This is an optimization exercise on Yosys and OpenROAD, whose aim is a short achievable clock period and few clock cycles, not a production implementation. Function was checked by simulation only, so behaviour that the tests miss may differ from the original.

--- design/flow/constraint.sdc ---
create_clock -name core_clock -period 20.0 [get_ports {clk}]
set_input_delay 4.0000 -clock core_clock [delete_from_list [all_inputs] [get_ports {clk}]]
set_output_delay 4.0000 -clock core_clock [all_outputs]
set_load 0.01 [all_outputs]
--- design/flow/run.sh ---
#!/bin/bash
# synth_recipe.tcl (not shown) runs the flow's synth.tcl, then flattens the netlist and writes it again
# the make line also repeats each setting of config.mk as NAME=value (left out here)
make -C /OpenROAD-flow-scripts/flow DESIGN_CONFIG=/design/flow/config.mk WORK_HOME=/design/flow/orfs CLKGATE_MAP_FILE= SYNTH_SCRIPT=/design/flow/synth_recipe.tcl finish
--- design/flow/config.mk ---
export PLATFORM = sky130hd
export DESIGN_NAME = RISC
export DESIGN_NICKNAME = RISC
export VERILOG_FILES = /design/flow/design.v
export SDC_FILE = /design/flow/constraint.sdc
export NUM_CORES = 4
export LEC_CHECK = 0
export CAP_MARGIN = 20
export CORE_MARGIN = 2
export CORE_UTILIZATION = 35
export PLACE_DENSITY = 0.55
export SETUP_SLACK_MARGIN = 1.0
export SLEW_MARGIN = 20
--- design/flow/design.v ---
module ALU #(parameter WIDTH = 32) (
    input logic [3:0] control,
    input logic signed [WIDTH - 1: 0] src_a, src_b,
    output logic zero,
    output logic signed [WIDTH - 1: 0] out
);
    always_comb begin
        case (control)
            4'b0000:out = src_a & src_b;             
            4'b0001:out = src_a | src_b;             
            4'b0011:out = src_a ^ src_b;             
            4'b0010:out = src_a + src_b;             
            4'b0110:out = src_a - src_b;             
            4'b1000:out = src_a << src_b[4:0];       
            4'b1001:out = src_a >> src_b[4:0];       
            4'b1011:out = src_a >>> src_b[4:0];      
            4'b1111:out = (src_a < src_b) ? 32'd1 : 32'd0;            
            4'b1110:out = ($unsigned(src_a) < $unsigned(src_b)) ? 32'd1 : 32'd0;  
            4'b1010:out = $unsigned(src_a) * $unsigned(src_b);        
            default: begin
                out = 32'd0;
            end
        endcase
    end
    assign zero = (out == 32'd0) ? 1'b1 : 1'b0;
endmodule
module PC #(parameter WIDTH = 32) (
    input logic clk, rst,en,
    input logic [WIDTH - 1: 0] in,
    output logic [WIDTH - 1: 0] out
);
    always_ff @(posedge clk ) begin
        if (rst) begin
            out <= 'd0;
        end else if (en) begin
            out <= in;
        end
    end
endmodule
module Registry #(parameter WIDTH = 32, DEPTH = 32) (
    input logic clk, write_en,
    input logic [$clog2(DEPTH) -1:0] rs1,
    input logic [$clog2(DEPTH) -1:0] rs2,
    input logic [$clog2(DEPTH) -1:0] rd,
    input logic [WIDTH - 1 : 0]  write_data,
    output logic [WIDTH - 1 : 0] data_1, data_2
);
    logic [WIDTH - 1 : 0] registry [1: DEPTH - 1];
    always_comb begin
        data_1 = (rs1 == 0) ? {WIDTH{1'b0}} : registry[rs1];
        data_2 = (rs2 == 0) ? {WIDTH{1'b0}} : registry[rs2];
    end
    always_ff @(posedge clk ) begin
        if (write_en && rd != 0) begin
            registry[rd] <= write_data;
        end
    end
endmodule
module Extender #(parameter WIDTH = 32) (
    input logic [2 : 0] selector,
    input logic [WIDTH - 1 : 7] in,
    output logic [WIDTH - 1 : 0] out
);
    always_comb begin
        case (selector)
            3'd0 : out = {{21{in[31]}}, in[30:20]};                                  
            3'd1 : out = {{21{in[31]}},in[30:25],in[11:7]};                          
            3'd2 : out = {{20{in[31]}},in[7],in[30:25],in[11:8],1'b0};               
            3'd3 : out = {in[31:12],12'b0};                                          
            3'd4 : out = {{12{in[31]}},in[19:12],in[20],in[30:21],1'b0};             
            default: begin
                out = 32'd0;
            end
        endcase
    end
endmodule
module LS_extender #(parameter WIDTH = 32) (
    input logic [2:0] selector,
    input logic [WIDTH - 1 : 0] load_in, store_in,
    output logic [WIDTH - 1 : 0] load_out, store_out
);
    always_comb begin
        case (selector)
            3'd0 :begin
                load_out  = load_in;
                store_out = store_in;
            end
            3'd1 :begin
                load_out  = {{16{load_in[15]}},load_in[15:0]};
                store_out = {load_in[31:16],store_in[15:0]};
            end
            3'd2 :begin
                load_out  = {{24{load_in[7]}},load_in[7:0]};
                store_out = {load_in[31:8],store_in[7:0]};
            end
            3'd3 :begin
                load_out  = {{16{1'b0}},load_in[15:0]};
                store_out = store_in;
            end
            3'd4 :begin
                load_out = {{24{1'b0}},load_in[7:0]};
                store_out = store_in;
            end
            default: begin
                load_out = load_in;
                store_out = store_in;
            end
        endcase
    end
endmodule
module Adder_PC #(parameter WIDTH = 32) (
    input logic [WIDTH - 1 : 0] in,
    output logic [WIDTH - 1 : 0] out
);
    always_comb begin
        out = in + 32'd4;
    end
endmodule
module Adder_Branch #(parameter WIDTH = 32) (
    input logic [WIDTH - 1 : 0] pc_in,
    input logic [WIDTH - 1 : 0] branch,
    output logic [WIDTH - 1 : 0] out
);
    always_comb begin
        out = pc_in + branch;
    end
endmodule
module Controller #(parameter WIDTH = 32) (
    input logic zero, last,
    input logic [1:0] state,
    input logic [WIDTH - 1 : 0] instr,
    output logic alu_src_2, alu_src_1, data_write_en, reg_write_en, multi_cy, pc_en, data_en,
    output logic [1:0] pc_src, result_src,
    output logic [2:0] ls_src, imm_src,
    output logic [3:0] alu_control
);
    localparam FETCH   = 2'd0;
    localparam EXEC    = 2'd1;
    localparam LOAD_W  = 2'd2;
    localparam STORE_W = 2'd3;
    logic [6:0] opcode;
    logic [2:0] funct3;
    logic       taken;
    assign opcode = instr[6:0];
    assign funct3 = instr[14:12];
    always_comb begin
        case (funct3)
            3'b000 : taken =  zero;                  
            3'b001 : taken = ~zero;                  
            3'b100 : taken = ~zero;                  
            3'b101 : taken =  zero;                  
            3'b110 : taken = ~zero;                  
            3'b111 : taken =  zero;                  
            default: taken = 1'b0;
        endcase
    end
    always_comb begin
        multi_cy      = 1'b0;
        data_en       = 1'b0;
        ls_src        = 3'd0;
        reg_write_en  = 1'b0;
        alu_src_1     = 1'b0;
        alu_src_2     = 1'b0;
        alu_control   = 4'b0010;
        data_write_en = 1'b0;
        result_src    = 2'b00;
        pc_src        = 2'b00;
        pc_en         = 1'b0;
        imm_src       = 3'd0;
        case (state)
            FETCH : begin
            end
            EXEC : begin
                pc_en = 1'b1;
                case (opcode)
                    7'b0110111 : begin                           
                        reg_write_en = 1'b1; result_src = 2'b11; imm_src = 3'd3;
                    end
                    7'b0010111 : begin                           
                        reg_write_en = 1'b1; alu_src_1 = 1'b1; alu_src_2 = 1'b1; imm_src = 3'd3;
                    end
                    7'b1101111 : begin                           
                        reg_write_en = 1'b1; result_src = 2'b10; pc_src = 2'b01; imm_src = 3'd4;
                    end
                    7'b1100111 : begin                           
                        reg_write_en = 1'b1; result_src = 2'b10; pc_src = 2'b10;
                        alu_src_2 = 1'b1; imm_src = 3'd0;
                    end
                    7'b1100011 : begin                           
                        imm_src = 3'd2;
                        case (funct3[2:1])
                            2'b00  : alu_control = 4'b0110;      
                            2'b10  : alu_control = 4'b1111;      
                            default: alu_control = 4'b1110;      
                        endcase
                        pc_src = taken ? 2'b01 : 2'b00;
                    end
                    7'b0000011 : begin                           
                        reg_write_en = 1'b1; result_src = 2'b01; alu_src_2 = 1'b1; imm_src = 3'd0;
                        data_en = 1'b1;
                        case (funct3)
                            3'b000 : ls_src = 3'd2;              
                            3'b001 : ls_src = 3'd1;              
                            3'b100 : ls_src = 3'd4;              
                            3'b101 : ls_src = 3'd3;              
                            default: ls_src = 3'd0;              
                        endcase
                    end
                    7'b0100011 : begin                           
                        data_write_en = 1'b1; result_src = 2'b01; alu_src_2 = 1'b1; imm_src = 3'd1;
                        data_en = 1'b1;
                        case (funct3)
                            3'b000 : ls_src = 3'd2;              
                            3'b001 : ls_src = 3'd1;              
                            default: ls_src = 3'd0;              
                        endcase
                    end
                    7'b0010011 : begin                           
                        reg_write_en = 1'b1; alu_src_2 = 1'b1; imm_src = 3'd0;
                        case (funct3)
                            3'b000 : alu_control = 4'b0010;      
                            3'b001 : alu_control = 4'b1000;      
                            3'b010 : alu_control = 4'b1111;      
                            3'b011 : alu_control = 4'b1110;      
                            3'b100 : alu_control = 4'b0011;      
                            3'b101 : alu_control = instr[30] ? 4'b1011 : 4'b1001;  
                            3'b110 : alu_control = 4'b0001;      
                            default: alu_control = 4'b0000;      
                        endcase
                    end
                    7'b0110011 : begin                           
                        reg_write_en = 1'b1;
                        case (funct3)
                            3'b000 : alu_control = instr[30] ? 4'b0110 : 4'b0010;  
                            3'b001 : alu_control = 4'b1000;      
                            3'b010 : alu_control = 4'b1111;      
                            3'b011 : alu_control = 4'b1110;      
                            3'b100 : alu_control = 4'b0011;      
                            3'b101 : alu_control = instr[30] ? 4'b1011 : 4'b1001;  
                            3'b110 : alu_control = 4'b0001;      
                            default: alu_control = 4'b0000;      
                        endcase
                    end
                    7'b0110000 : begin                           
                        reg_write_en = 1'b1; alu_control = 4'b1010;
                    end
                    7'b0000000 : begin                           
                        multi_cy = 1'b1; pc_en = 1'b0;
                    end
                    default : begin                              
                    end
                endcase
            end
            LOAD_W : begin
                reg_write_en = 1'b1; result_src = 2'b01; data_en = 1'b1;
            end
            default : begin
                data_write_en = 1'b1; result_src = 2'b01; data_en = 1'b1;
                pc_en = last;
            end
        endcase
    end
endmodule
module MI_dec #(parameter WIDTH = 32) (
    input logic clk, rst, en,
    input logic [WIDTH - 1 : 0] instr_in,
    output logic last,
    output logic [11:0] count,
    output logic [WIDTH - 1 : 0] instr_out,
    output logic [1:0] state
);
    localparam FETCH   = 2'd0;
    localparam EXEC    = 2'd1;
    localparam LOAD_W  = 2'd2;
    localparam STORE_W = 2'd3;
    assign last = (count == instr_out[31:20]);
    always_ff @(posedge clk) begin
        if (rst) begin
            state <= FETCH;
        end else begin
            case (state)
                FETCH : begin
                    instr_out <= instr_in;
                    count     <= 12'd0;
                    state     <= EXEC;
                end
                EXEC : begin
                    state <= (en) ? LOAD_W : FETCH;
                end
                LOAD_W : begin
                    state <= STORE_W;
                end
                default : begin
                    state <= (last) ? FETCH : LOAD_W;
                    count <= count + 12'd1;
                end
            endcase
        end
    end
endmodule
module Datapath #(parameter WIDTH = 32) (
    input logic clk, rst,
    input logic alu_src_2, alu_src_1,reg_write_en,pc_en,
    input logic [1:0] result_src, pc_src, state,
    input logic [2:0] ls_src, imm_src,
    input logic [3:0] alu_control,
    input logic [11:0] count,
    output logic zero,
    input logic [WIDTH - 1 : 7] instr,
    input logic [WIDTH - 1 : 0] data_in,
    output logic [WIDTH - 1: 0] pc_out, alu_out, write_data_mod
    );
    logic [WIDTH - 1 : 0] pc_target_out, branch_pc_out, adder_pc_out;
    logic [WIDTH - 1 : 0] reg_1_out, alu_mux_out_2, alu_mux_out_1, result_out, ext_out;
    logic [WIDTH - 1 : 0] reg_2_out, result_out_mod;
    logic [4:0] rs1, rs2, rd;
    logic memc;
    assign memc = state[1];
    assign rs1  = (state == 2'd3) ? instr[11:7] : instr[19:15];
    assign rs2  = (state == 2'd3) ? 5'd9        : instr[24:20];
    assign rd   = memc            ? 5'd9        : instr[11:7];
    assign alu_mux_out_1 = (alu_src_1)  ? pc_out   : reg_1_out;
    assign alu_mux_out_2 = memc ? {18'd0, count, 2'b00} :
                           (alu_src_2)  ? ext_out  : reg_2_out;
    always_comb begin
        case (pc_src)
            2'b00 : pc_target_out = adder_pc_out;
            2'b01 : pc_target_out = branch_pc_out;
            2'b10 : pc_target_out = {alu_out[WIDTH - 1 : 1], 1'b0};
            default:pc_target_out = adder_pc_out;
        endcase
    end
    always_comb begin
        case (result_src)
            2'b00 : result_out = alu_out;
            2'b01 : result_out = data_in;
            2'b10 : result_out = adder_pc_out;
            default:result_out = ext_out;
        endcase
    end
    PC              pc(.clk(clk), .rst(rst), .en(pc_en), .in(pc_target_out), .out(pc_out));
    Adder_PC        pcplus_4(.in(pc_out),    .out(adder_pc_out));
    Adder_Branch    pcbranch(.pc_in(pc_out), .branch(ext_out),
                            .out(branch_pc_out));
    Extender extender(.in(instr), .selector(imm_src), .out(ext_out));
    LS_extender ls_extender(.selector(ls_src), .load_in(result_out), .store_in(reg_2_out),
                            .load_out(result_out_mod), .store_out(write_data_mod));
    Registry registry (.clk(clk), .write_en(reg_write_en), .rs1(rs1),
                        .rs2(rs2), .rd(rd),
                       .write_data(result_out_mod), .data_1(reg_1_out), .data_2(reg_2_out));
    ALU alu (.control(alu_control), .src_a(alu_mux_out_1), .src_b(alu_mux_out_2), .zero(zero),
             .out(alu_out));
endmodule
module RISC #(parameter WIDTH = 32) (
    input logic clk, rst,
    input logic [WIDTH - 1 : 0] instr_in, data_in,
    output logic data_write_en,
    output logic [WIDTH - 1 : 0] instr_addr, data_addr, data_out
);
    logic multi_cy, last, zero, pc_en, data_en;
    logic alu_src_1, alu_src_2, reg_write_en;
    logic [1:0] pc_src, result_src, state;
    logic [2:0] ls_src, imm_src;
    logic [3:0] alu_control;
    logic [11:0] count;
    logic [WIDTH - 1 : 0] instr_mod, alu_out;
    Datapath Datapath_1 (.clk(clk), .rst(rst), .pc_en(pc_en), .instr(instr_mod[31:7]), .data_in(data_in),
     .pc_out(instr_addr), .alu_out(alu_out), .write_data_mod(data_out), .pc_src(pc_src),
     .alu_src_1(alu_src_1), .alu_src_2(alu_src_2), .result_src(result_src), .ls_src(ls_src) , .reg_write_en(reg_write_en),
     .imm_src(imm_src), .alu_control(alu_control), .zero(zero), .state(state), .count(count));
    Controller CPU (.zero(zero), .last(last), .state(state), .instr(instr_mod), .alu_src_1(alu_src_1), .alu_src_2(alu_src_2),
     .pc_src(pc_src), .pc_en(pc_en),
     .result_src(result_src), .ls_src(ls_src), .data_write_en(data_write_en), .reg_write_en(reg_write_en),
      .imm_src(imm_src), .alu_control(alu_control), .multi_cy(multi_cy), .data_en(data_en));
    assign data_addr = data_en ? alu_out : {WIDTH{1'b0}};
    MI_dec mi_decorder (.clk(clk) , .rst(rst), .en(multi_cy), .instr_in(instr_in), .instr_out(instr_mod),
     .last(last), .count(count), .state(state));
endmodule
==> qor.yml <==
status: "complete, no violations"
finalCriticalPeriod_ps: 19030
vias_per_cell: 6.587
grt_pass1_vias: 70030
syn_nets: 8636
grt_setup_unrepaired: "no"
grt_usage: 0.3434
start_util: 0.3518
postRouteWirelength_mm: 417.4
fin_skew_ps: 88.53
ys_warn_count: 10
slew_headroom: 0.1061
setup_viol: 0
path_max_fanout: 27
synth_edf_count: 1036
end_kind: "primary output"
cp.arrival_ps: 15030
postSynthAreaPerCell_sq_um: 10.24
yosysTopAreaCellShare: 0.3847
place_area_sq_um: 87090
yosysTopAreaCell: "edfxtp_1"
holdPathStages: 3
dominantRegCellSynth: "edfxtp_1"
rows: 176
ys_seq_area_frac: 0.3931
r2r-start: "mi_decorder.instr_out[22]"
timing.final.hold_violations: 0
rr_worst_depth: 45
clk_latency_ps: 810
fmax_mhz: 52.54
synth_area_leaders: "edfxtp_1 38%, fa_1 10%, nand2_1 5.1%, mux4_2 4.7%, mux2i_1 4.4%"
cp_common_cell: "fa_1"
drv_slew: 0
routedWlPerCell_microns: 37.50
antenna_found_initial: 25
numPortBuffers: 162
coreArea_sq_um: 229900
worstMarginPinSlew_ps: 1335
tns_ps: 0
worstHoldStart: "Datapath_1.pc.out[21]"
drtAntennaViolNets: 0
dp_hpwl_mm: 291.5
syn_area_sq_um: 80870
nets: 8729
cp.required_ps: 16000
min_period_over_period: 0.9517
area_delta_synth_final_pct: 13.04
grt_overflow: 0
hold_end: "Datapath_1.pc.out[21]"
die_w_microns: 484.7
die_h_microns: 484.7
r2r_end: "Datapath_1.pc.out[31]"
r2r_setup_slack_ps: 3470
first_pass_iters: 9
htree_levels: 3
regArea_sq_um: 31790
cp_slowest_cell: "clkdlybuf4s50_1"
cts-root-buf: "clkbuf_16"
grt_max_degree: 93
cap_viol_max_count: 0
drt_iter0_markers: 12150
crit_type: "flop to primary output"
drc_errors: 0
top_level_ports: 163
fp.dieArea_sq_um: 234900
slowest_delay_ps: 710
min_path_type: "flop to flop"
ys_ff_latch: 1070
async_flop_share: 0
cts_buffer_depth: 3
clkTransAtPathRegs_ps: 60
drive_above_1_share: 0.1281
utilization: 0.3976
worstSetupStartpointType: "flop"
syn_inst: 7900
ys_types: 110
cts_num_sinks: 1070
place_congestion: 1.051
grt_pass1_wl_mm: 568.6
numCtsBuffers: 112
dr_total_vias: 73310
fillers: 22410
multi_input_area_sq_um: 45150
stdcell_area_sq_um: 91410
cts_tree: "yes"
==> flip-flops by register name (all words and copies together) (netlist names) <==
name / count
Datapath_1.pc.out: 32
Datapath_1.registry.registry: 992
mi_decorder.count: 12
mi_decorder.instr_out: 32
mi_decorder.state: 2
==> per-stage QoR <==
step,setup slack (ps),hold slack (ps),std cells
after floorplan,4508,540.4,7900
after global placement,1210,612.3,10870
after detailed placement,1230,631.8,10870
after CTS,953.0,641.2,11090
after global routing,1010,664.5,11120
final,966.3,654.0,11130
==> cell usage after synthesis (35+ instances only) <==
cell type / count
nand4_1: 40
a211oi_1: 86
nor3_1: 114
nor2b_1: 54
o211ai_1: 96
xnor2_1: 109
a31oi_1: 84
a32oi_1: 42
inv_1: 560
or3_1: 36
edfxtp_1: 1036
o221ai_1: 57
a21o_1: 39
clkbuf_1: 284
nand3_1: 275
a221oi_1: 70
or2_2: 51
nand2_1: 1106
o21a_1: 35
xor2_1: 42
nor2_1: 618
buf_4: 40
ha_1: 259
fa_1: 411
a221o_1: 39
a21oi_1: 419
buf_1: 63
mux2_2: 39
o21ai_0: 311
mux4_2: 169
o31ai_1: 51
mux2i_1: 356
o22ai_1: 80
buf_2: 153
a22oi_1: 66
==> placed cells by master, fill, tap and decap left out, types with 257 or more instances in the layout <==
cell type  count
nand3_1      274
nor2_1       576
inv_1        556
o21ai_0      289
ha_1         257
buf_4        366
nand2_1     1101
mux2i_1      352
edfxtp_1    1036
a21oi_1      409
fa_1         411
==> how the worst max path moves through the flow <==
stage / startpoint / slack, ps / endpoint / cells after the start
5_1_grt: mi_decorder.state[0] / 1010 / data_out[31] / 40
3_5_place_dp: mi_decorder.state[1] / 1230 / data_out[30] / 39
6_report: mi_decorder.state[0] / 970 / data_out[31] / 37
3_3_place_gp: mi_decorder.state[0] / 1210 / data_out[30] / 43
4_1_cts: mi_decorder.state[0] / 950 / data_out[30] / 44
2_1_floorplan: mi_decorder.state[1] / 4510 / data_out[31] / 45
==> final cells by class <==
| type | count | area share |
|---|---|---|
| Antenna cell | 15 | 0.0004106 |
| Clock inverter | 81 | 0.009910 |
| Sequential cell | 1070 | 0.3478 |
| Timing Repair Buffer | 546 | 0.05136 |
| Inverter | 575 | 0.02365 |
| Clock buffer | 128 | 0.03155 |
| Tap cell | 3026 | 0.04142 |
| Multi-Input combinational cell | 5688 | 0.4939 |
==> cells by family (layout without fill, tap and decap cells) <==
| kind of cell | count (synthesis) | count (layout) | synth area share |
|---|---|---|---|
| multiplexers | 569 | 570 | 0.09755 |
| XOR/XNOR | 160 | 160 | 0.01886 |
| AO/OA/AOI/OAI | 1797 | 1797 | 0.1535 |
| AND/OR/NAND/NOR | 2487 | 2491 | 0.1348 |
| buffers and inverters | 1147 | 1330 | 0.06043 |
| flip-flops | 1070 | 1070 | 0.3931 |
| adder cells (fa/ha/maj) | 670 | 670 | 0.1418 |
| other | 0 | 15 | 0 |
==> worst max-delay path, delay by kind of cell (launching register included) <==
kind / cells / cell delay, ps
AO/OA/AOI/OAI: 5 / 1530
buffers and inverters: 7 / 2430
multiplexers: 3 / 1550
XOR/XNOR: 11 / 3200
flip-flops: 1 / 400
adder cells (fa/ha/maj): 9 / 4380
AND/OR/NAND/NOR: 2 / 620
==> per-layer routing <==
layer / up-vias / global-route usage / share of wire
li1: 29060 / - / -
met1: 36660 / 0.4363 / 0.36
met2: 6148 / 0.4894 / 0.41
met3: 1425 / 0.1100 / 0.14
met4: 20 / 0.2497 / 0.092
met5: - / 0.002041 / 0.00048
==> timing repair <==
action / 4_1_cts / 5_1_grt
gates cloned: 0 / 5
gates resized for setup: 5 / 27
endpoints found under the setup margin: 4 / 5
setup buffers: 4 / 20
pin swaps: 2 / 5
hold buffers: 0 / 0
Testbench counts, summed over its fixed seeds: cycles 33,786.

static timing again, ports no longer ideal:
The results above use ideal ports. As a check the final layout listed here was re-extracted and re-timed, cells and wires unchanged.
Step 1: set_driving_cell puts a clkbuf_16 on clk and a buf_2 on each other input, an assumption about the parent block.
Step 2 moves the port delays by t, midway between the first and last clock arrival at a register: inputs arrive t later, outputs are due t later. That takes back most of the time a late clock gives input paths.
Slacks: ideal / step 1 / step 2; pairs: ideal / step 1.
t, ns: 0.853
slack for setup (ns): 0.966 / 0.878 / 1.731
pins driven straight from the clock port: 1
After both steps setup and hold are still met in this run. For this run, drivers alone change the setup slack by -0.088 ns; drivers and shift together by +0.765 ns.
